Background: an optimization exercise with open tools, aiming at small area. Do not read the settings as production practice. Where RTL was checked, it was by simulation tests only, not by an equivalence proof against the original.

==> exp/willow: inputs <==
Design ioTest, start of the top module:
module ioTest (input  M_CLOCK,         
               input  rst,             
               input  [3:0] IO_PB,     
               input  [7:0] IO_DSW,    
               output [3:0] F_LED,     
               output [7:0] IO_LED,    
               output [3:0] IO_SSEGD,  
               output [7:0] IO_SSEG,   
               output IO_SSEG_COL);
==> flow/config.mk <==
export PLATFORM = sky130hd
export DESIGN_NAME = ioTest
export DESIGN_NICKNAME = ioTest
export VERILOG_FILES = /design/flow/design.v
export SDC_FILE = /design/flow/constraint.sdc
export NUM_CORES = 4
export LEC_CHECK = 0
export CAP_MARGIN = 20
export CORE_MARGIN = 2
export CORE_UTILIZATION = 40
export CTS_BUF_LIST = sky130_fd_sc_hd__clkbuf_8
export SLEW_MARGIN = 20
==> flow/constraint.sdc <==
create_clock -name core_clock -period 10.0 [get_ports {M_CLOCK}]
set_input_delay 2.0000 -clock core_clock [delete_from_list [all_inputs] [get_ports {M_CLOCK}]]
set_output_delay 2.0000 -clock core_clock [all_outputs]
set_load 0.01 [all_outputs]
standard.sh (not shown) runs the stock make flow with config.mk's settings and CLKGATE_MAP_FILE= SYNTH_SCRIPT=/design/flow/synth_recipe.tcl, a recipe that flattens the netlist after the stock synthesis.
==> flow/flow/run.sh <==
#!/bin/bash
# Own flow: the standard synthesis; then the logic between its flip-flops is
# re-mapped for area with ABC (flip-flops untouched, four ABC seeds tried, the
# smallest result that yosys proves equivalent to the standard netlist is kept);
# then the standard layout from floorplan to finish, with buf_1 as the port buffer.
# Each tool's output goes to a log file of its own in the work folder.
set -euo pipefail
W=$PWD
PLAT=${FLOW_PLATFORM:-sky130hd}
YOSYS=$FLOW_HOME/../tools/install/yosys/bin/yosys
[[ -x $YOSYS ]] || YOSYS=yosys
LIB=$FLOW_HOME/platforms/$PLAT/lib/sky130_fd_sc_hd__tt_025C_1v80.lib
RES=$W/orfs/results/$PLAT/ioTest/base
LOGS=$W/orfs/logs/$PLAT/ioTest/base

bash standard.sh synth > $W/synth_std.log 2>&1
cp $RES/1_2_yosys.v $W/std_1_2_yosys.v

# the cells the standard synthesis may not use
DONTUSE=$(grep -o -- '-dont_use [A-Za-z0-9_]*' $LOGS/1_2_yosys.log | sort -u | tr '\n' ' ')
for S in 0 1 2 3; do
  sed -e "s#{SEED}#$S#" flow/area.abc > $W/area_$S.abc
  sed -e "s#{LIB}#$LIB#g" -e "s#{STD}#$W/std_1_2_yosys.v#g" -e "s#{ABC}#$W/area_$S.abc#g" \
      -e "s#{DONTUSE}#$DONTUSE#g" -e "s#{OUT}#$W/resyn_$S.v#g" flow/resyn.ys > $W/resyn_$S.ys
  ( $YOSYS -s $W/resyn_$S.ys > $W/resyn_$S.log 2>&1 || true ) &
done
wait
# candidates, smallest area first
: > $W/resyn_status.txt
for S in 0 1 2 3; do
  if [[ -f $W/resyn_$S.v.stat ]]; then
    echo "$(grep 'Chip area' $W/resyn_$S.v.stat | awk '{print $NF}') $S" >> $W/resyn_areas.txt
  fi
done
USED=""
if [[ -f $W/resyn_areas.txt ]]; then
  for S in $(sort -g $W/resyn_areas.txt | awk '{print $2}'); do
    sed -e "s#{LIB}#$LIB#g" -e "s#{STD}#$W/std_1_2_yosys.v#g" -e "s#{NEW}#$W/resyn_$S.v#g" \
        flow/equiv.ys > $W/equiv_$S.ys
    if $YOSYS -s $W/equiv_$S.ys > $W/equiv_$S.log 2>&1; then USED=$S; break; fi
  done
fi
if [[ -n $USED ]]; then
  cp $W/resyn_$USED.v $RES/1_2_yosys.v
  touch $RES/1_2_yosys.v
  echo "re-mapped netlist (seed $USED) in use" >> $W/resyn_status.txt
else
  echo "no re-mapped netlist proven equivalent: standard netlist kept" >> $W/resyn_status.txt
fi

bash standard.sh "BUFFER_PORTS_ARGS=-buffer_cell sky130_fd_sc_hd__buf_1" finish > $W/layout.log 2>&1
==> flow/flow/area.abc <==
strash
&get -n
&deepsyn -T 90 -S {SEED}
&put
dch -f
amap
topo
Other scripts of this flow, unchanged in this note and not shown: flow/flow/equiv.ys, flow/flow/resyn.ys
==> exp/ember (differences from exp/willow) <==
==> flow/design.v (replaced) <==
module ioTest (input  M_CLOCK,         
               input  rst,             
               input  [3:0] IO_PB,     
               input  [7:0] IO_DSW,    
               output [3:0] F_LED,     
               output [7:0] IO_LED,    
               output [3:0] IO_SSEGD,  
               output [7:0] IO_SSEG,   
               output IO_SSEG_COL);    
  localparam S0 = 3'd0, S1 = 3'd1, S2 = 3'd2, S3 = 3'd3, S4 = 3'd4, S5 = 3'd5;
  function [13:0] inc14(input [13:0] a);
    integer n; reg c;
    begin c = 1'b1;
      for (n = 0; n < 14; n = n + 1) begin inc14[n] = a[n] ^ c; c = c & a[n]; end
    end
  endfunction
  function [5:0] inc6(input [5:0] a);
    integer n; reg c;
    begin c = 1'b1;
      for (n = 0; n < 6; n = n + 1) begin inc6[n] = a[n] ^ c; c = c & a[n]; end
    end
  endfunction
  function [7:0] inc8c(input [7:0] a, input ci);
    integer n; reg c;
    begin c = ci;
      for (n = 0; n < 8; n = n + 1) begin inc8c[n] = a[n] ^ c; c = c & a[n]; end
    end
  endfunction
  function [3:0] inc4(input [3:0] a);
    integer n; reg c;
    begin c = 1'b1;
      for (n = 0; n < 4; n = n + 1) begin inc4[n] = a[n] ^ c; c = c & a[n]; end
    end
  endfunction
  function [2:0] inc3(input [2:0] a);
    integer n; reg c;
    begin c = 1'b1;
      for (n = 0; n < 3; n = n + 1) begin inc3[n] = a[n] ^ c; c = c & a[n]; end
    end
  endfunction
  function ge14(input [13:0] a, input [13:0] b);
    integer n; reg g, e;
    begin g = 1'b0; e = 1'b1;
      for (n = 13; n >= 0; n = n - 1) begin
        g = g | (e & a[n] & ~b[n]); e = e & ~(a[n] ^ b[n]);
      end
      ge14 = g | e;
    end
  endfunction
  reg  [2:0]  state;
  reg  [1:0]  rs;         
  reg  [3:0]  sc;         
  reg  [3:0]  scnt;       
  reg  [3:0]  lvl;        
  reg  [3:0]  g;          
  reg  [4:0]  sc5;
  reg  [13:0] r;
  reg         fled;
  reg         lon;        
  reg  [1:0]  lval;       
  reg         blank;      
  reg  [4:0]  sym;        
  reg         lm;         
  assign IO_SSEG_COL = 1'b1;
  assign IO_SSEG = lm ? lseg(sym[3:0]) : tseg(sym[4], sym[3:0]);
  assign F_LED = {4{fled}};
  assign IO_LED = {lon & (lval == 2'd0), lon & (lval == 2'd1),
                   lon & (lval == 2'd2), lon & (lval == 2'd3), 4'b0000};
  assign IO_SSEGD = blank ? 4'b1111 :
                    (rs == 2'd1) ? 4'b1110 :
                    (rs == 2'd2) ? 4'b1101 :
                    (rs == 2'd3) ? 4'b1011 : 4'b0111;
  function [7:0] tseg(input lose, input [3:0] j);
    begin
      tseg = 8'b11111111;
      if ({lose, j} == 5'b0_0100) tseg = 8'b10010000;
      if ({lose, j} == 5'b0_0101) tseg = 8'b10101111;
      if ({lose, j} == 5'b0_0110) tseg = 8'b10000110;
      if ({lose, j} == 5'b0_0111) tseg = 8'b10000110;
      if ({lose, j} == 5'b0_1000) tseg = 8'b10000111;
      if ({lose, j} == 5'b0_1001) tseg = 8'b11101111;
      if ({lose, j} == 5'b0_1010) tseg = 8'b10101011;
      if ({lose, j} == 5'b0_1011) tseg = 8'b10010000;
      if ({lose, j} == 5'b0_1100) tseg = 8'b10010010;
      if ({lose, j} == 5'b1_0100) tseg = 8'b10010001;
      if ({lose, j} == 5'b1_0101) tseg = 8'b11000000;
      if ({lose, j} == 5'b1_0110) tseg = 8'b11000001;
      if ({lose, j} == 5'b1_1000) tseg = 8'b11000111;
      if ({lose, j} == 5'b1_1001) tseg = 8'b11000000;
      if ({lose, j} == 5'b1_1010) tseg = 8'b10010010;
      if ({lose, j} == 5'b1_1011) tseg = 8'b10000110;
    end
  endfunction
  function [7:0] lseg(input [3:0] d);
    begin
      lseg = 8'b11111111;
      if (d == 4'd0) lseg = 8'b11000000;
      if (d == 4'd1) lseg = 8'b11111001;
      if (d == 4'd2) lseg = 8'b10100100;
      if (d == 4'd3) lseg = 8'b10110000;
      if (d == 4'd4) lseg = 8'b10011001;
      if (d == 4'd5) lseg = 8'b10010010;
      if (d == 4'd6) lseg = 8'b10000010;
      if (d == 4'd7) lseg = 8'b11111000;
      if (d == 4'd8) lseg = 8'b10000000;
      if (d == 4'd9) lseg = 8'b10011000;
      if (d == 4'd10) lseg = 8'b01000111;
      if (d == 4'd11) lseg = 8'b10111111;
    end
  endfunction
  function [3:0] pos(input [3:0] k);
    begin
      pos = 4'd0;
      if (k == 4'd0) pos = 4'd1;
      if (k == 4'd1) pos = 4'd2;
      if (k == 4'd2) pos = 4'd5;
      if (k == 4'd3) pos = 4'd9;
      if (k == 4'd4) pos = 4'd2;
      if (k == 4'd5) pos = 4'd8;
      if (k == 4'd6) pos = 4'd3;
      if (k == 4'd7) pos = 4'd11;
      if (k == 4'd8) pos = 4'd8;
      if (k == 4'd9) pos = 4'd6;
      if (k == 4'd10) pos = 4'd5;
      if (k == 4'd11) pos = 4'd5;
      if (k == 4'd12) pos = 4'd6;
    end
  endfunction
  function [1:0] val(input [3:0] p);
    begin
      val = 2'd0;
      if (p == 4'd0) val = 2'd3;
      if (p == 4'd1) val = 2'd3;
      if (p == 4'd2) val = 2'd2;
      if (p == 4'd3) val = 2'd1;
      if (p == 4'd4) val = 2'd2;
      if (p == 4'd6) val = 2'd1;
      if (p == 4'd7) val = 2'd2;
      if (p == 4'd11) val = 2'd1;
    end
  endfunction
  function [3:0] add12(input [3:0] a, input [3:0] b);
    reg [4:0] t;
    begin
      t = {1'b0, a} + {1'b0, b};
      add12 = (t >= 5'd12) ? t[3:0] - 4'd12 : t[3:0];
    end
  endfunction
  function [6:0] halfq(input [3:0] l);
    begin
      halfq = 7'd0;
      if (l == 4'd1) halfq = 7'd79;
      if (l == 4'd2) halfq = 7'd72;
      if (l == 4'd3) halfq = 7'd65;
      if (l == 4'd4) halfq = 7'd58;
      if (l == 4'd5) halfq = 7'd51;
      if (l == 4'd6) halfq = 7'd44;
      if (l == 4'd7) halfq = 7'd37;
      if (l == 4'd8) halfq = 7'd30;
      if (l == 4'd9) halfq = 7'd23;
      if (l == 4'd10) halfq = 7'd16;
      if (l == 4'd11) halfq = 7'd9;
      if (l == 4'd12) halfq = 7'd2;
    end
  endfunction
  wire [4:0]  tj;
  wire        tc0 = sc[0] & rs[0];
  wire        tc1 = (sc[1] & rs[1]) | ((sc[1] ^ rs[1]) & tc0);
  assign tj = {sc[3] & sc[2] & tc1, sc[3] ^ (sc[2] & tc1), sc[2] ^ tc1, sc[1] ^ rs[1] ^ tc0, sc[0] ^ rs[0]};
  wire        tick   = (sc5 == 5'b10000);
  wire [4:0]  tchar  = {state == S5, tj[3:0]};
  wire        tens   = lvl[3] & (lvl[2] | lvl[1]);    
  wire [3:0]  ones   = tens ? {1'b0, lvl[2:0] - 3'd2} : lvl;
  wire [4:0]  lchar  = (rs == 2'd0) ? 5'd10 : (rs == 2'd1) ? 5'd11 : (rs == 2'd2) ? {4'd0, tens} : {1'b0, ones};
  wire        done   = ~ge14({10'b0, lvl}, {10'b0, scnt});               
  wire [7:0]  rq     = r[13:6];
  wire [5:0]  rp     = r[5:0];
  wire        pw     = (rp == 6'd49);
  wire [13:0] rinc   = {inc8c(rq, pw), pw ? 6'd0 : inc6(rp)};
  wire        match  = pw && (rq[6:0] == halfq(lvl)) && (lvl != 4'd13);
  wire        q100   = rq[7] | (rq[6] & rq[5] & (rq[4] | rq[3] | rq[2]));    
  wire        q40    = rq[6] | (rq[5] & (rq[4] | rq[3]));                    
  wire        q20    = rq[5] | (rq[4] & (rq[3] | rq[2]));                    
  wire        q39    = (rq == 8'd39);
  wire [3:0]  pb     = {~IO_PB[0], ~IO_PB[1], ~IO_PB[2], ~IO_PB[3]};
  wire        single = (pb == 4'd1) || (pb == 4'd2) || (pb == 4'd4) || (pb == 4'd8);
  wire [1:0]  pv     = {~IO_PB[2] | ~IO_PB[3], ~IO_PB[1] | ~IO_PB[3]};
  wire        step   = (state == S1) & match & r[13];
  wire [3:0]  kk     = (state == S5) ? lvl : scnt;
  wire [3:0]  gk     = add12(g, pos(kk));
  wire [1:0]  sv     = val(gk);
  always @(posedge M_CLOCK) begin
    if (rst) begin
      state <= S0; rs <= 2'd0; sc <= 4'd0; scnt <= 4'd0; lvl <= 4'd0;
      g <= 4'd0; sc5 <= 5'd0; r <= 14'd2;
      fled <= 1'b0; lon <= 1'b0; blank <= 1'b1; sym <= 5'd0; lm <= 1'b0;
    end else begin
      sc5 <= {sc5[3:0], sc5[4] ^ sc5[2] ^ (sc5 == 5'd0)};
      case (state)
        S0: begin
          lon <= 1'b0;
          r <= rinc;
          if (tick) begin
            if (q100) begin
              r <= 14'd2;
              sc <= (sc == 4'd13) ? 4'd0 : inc4(sc);
            end
            sym <= tchar; lm <= 1'b0; blank <= 1'b0; rs <= {rs[1]^rs[0], ~rs[0]};
          end
          if (~IO_DSW[7]) begin
            state <= S1; sc <= 4'd0; lvl <= 4'd1; r <= {13'd0, lvl[0]};
          end
        end
        S1: begin
          r <= rinc;
          if (tick) begin
            sym <= lchar; lm <= 1'b1; blank <= 1'b0; rs <= {rs[1]^rs[0], ~rs[0]};
          end
          if (step) begin
            lon <= 1'b1; lval <= sv;
            scnt <= inc4(scnt);
            r <= 14'd1;
          end else if (match) begin
            lon <= 1'b0;
            r <= 14'h2000;
            if (done) begin scnt <= 4'd0; state <= S2; end
          end
        end
        S2: begin
          r <= {13'd0, sv == pv};
          if (tick) begin
            sym <= lchar; lm <= 1'b1; blank <= 1'b0; rs <= {rs[1]^rs[0], ~rs[0]};
          end
          lon <= single; lval <= pv;
          if (single) begin
            if (sv == pv) begin
              scnt <= inc4(scnt); state <= S4;
            end else begin
              scnt <= 4'd0; state <= S3;
            end
          end
        end
        S3: begin
          fled <= 1'b1;
          r <= rinc;
          if (q39 & pw) begin r <= 14'd0; scnt <= inc4(scnt); end
          if (!q20 && r != 14'd0) blank <= 1'b1;
          if (rq == 8'd20 && rp == 6'd0) sc5 <= 5'd1;
          if (q20 && (tick || (rq == 8'd20 && rp == 6'd0))) begin
            sym <= lchar; lm <= 1'b1; blank <= 1'b0; rs <= {rs[1]^rs[0], ~rs[0]};
          end
          if (scnt == 4'd7 && q39 && rp == 6'd48) begin state <= S5; r <= {8'd128, 6'd0}; end
        end
        S4: begin
          r <= rinc;
          if (tick) begin
            sym <= lchar; lm <= 1'b1; blank <= 1'b0; rs <= {rs[1]^rs[0], ~rs[0]};
          end
          if (q40) lon <= 1'b0;
          if (rq == 8'd80 && rp == 6'd0) begin
            r <= 14'd1;
            if (done) begin lvl <= inc4(lvl); scnt <= 4'd0; state <= S1; end
            else state <= S2;
          end
        end
        S5: begin
          r <= rinc;
          if (tick) begin
            if (q100) begin
              r <= 14'd2;
              sc <= inc4(sc);
              if (sc == 4'd12) begin
                sc <= 4'd0; fled <= 1'b0; state <= S0; lvl <= 4'd1; scnt <= 4'd0;
                g <= gk;   
              end
            end
            sym <= tchar; lm <= 1'b0; blank <= 1'b0; rs <= {rs[1]^rs[0], ~rs[0]};
          end
        end
        default: ;
      endcase
    end
  end
endmodule
==> flow/flow/area.abc (replaced) <==
strash
&get -n
&deepsyn -T 20 -S {SEED}
&put
dch -f
amap
topo
Settings changed: CTS_CLUSTER_DIAMETER set to 200, CTS_CLUSTER_SIZE set to 30.
==> impl_metrics.sql <==
INSERT INTO impl_metrics (metric_group, metric, value, unit) VALUES
('outcome', 'status', 'no timing/DRC/antenna violations', ''),
('finish', 'clkbuf_count', '6', ''),
('finish', 'num-nonclk-inverters', '74', ''),
('finish', 'fraction_of_area_in_non_clock_buffers', '3.13', '%'),
('sta', 'postLayoutSetupSlackWorst', '4.00', 'ns'),
('sta', 'fin_worst_skew', '0.00552', 'ns'),
('global_route', 'track_usage', '20.5', '%'),
('finish', 'ff_latch_area', '0.00104', 'mm2');
(the above is from exp/ember)
==> impl_metrics.sql <==
INSERT INTO impl_metrics (metric_group, metric, value, unit) VALUES
('global_route', 'track_usage', '20.5', '%'),
('sta', 'fin_worst_skew', '0.00684', 'ns'),
('finish', 'ff_latch_area', '0.00102', 'mm2'),
('outcome', 'status', 'no timing/DRC/antenna violations', '');
(the above is from exp/willow)
Only the layout flow was run in exp/ember; the RTL was not checked for function there.

-- static timing again, ports no longer ideal --
The results above use ideal ports. As a check the final layouts listed here were re-extracted and re-timed, cells and wires unchanged.
Step 1 (the two cells are an assumption about what drives the block):
set clk [get_ports {M_CLOCK}]
set_driving_cell -lib_cell sky130_fd_sc_hd__clkbuf_16 $clk
set_driving_cell -lib_cell sky130_fd_sc_hd__buf_2 [delete_from_list [all_inputs] $clk]
Step 2 also shifts input and output timing later by t, the mid clock arrival at the registers, as if the neighbouring blocks saw the same clock.
Three values: ideal ports, drivers, drivers and shift; two values: the first two.
run | t (ns) | setup WS [ns] | latest minus earliest clock arrival (ns) | worst register clock-pin slew, ns | worst slew at a driven data input, ns
exp/willow | 0.334 | 4.441 / 4.441 / 4.441 | 0.007 / 0.006 | 0.09 / 0.09 | 0.04
exp/ember | 0.335 | 3.995 / 3.995 / 3.995 | 0.005 / 0.006 | 0.09 / 0.09 | 0.03
After both steps every run listed still meets setup and hold.
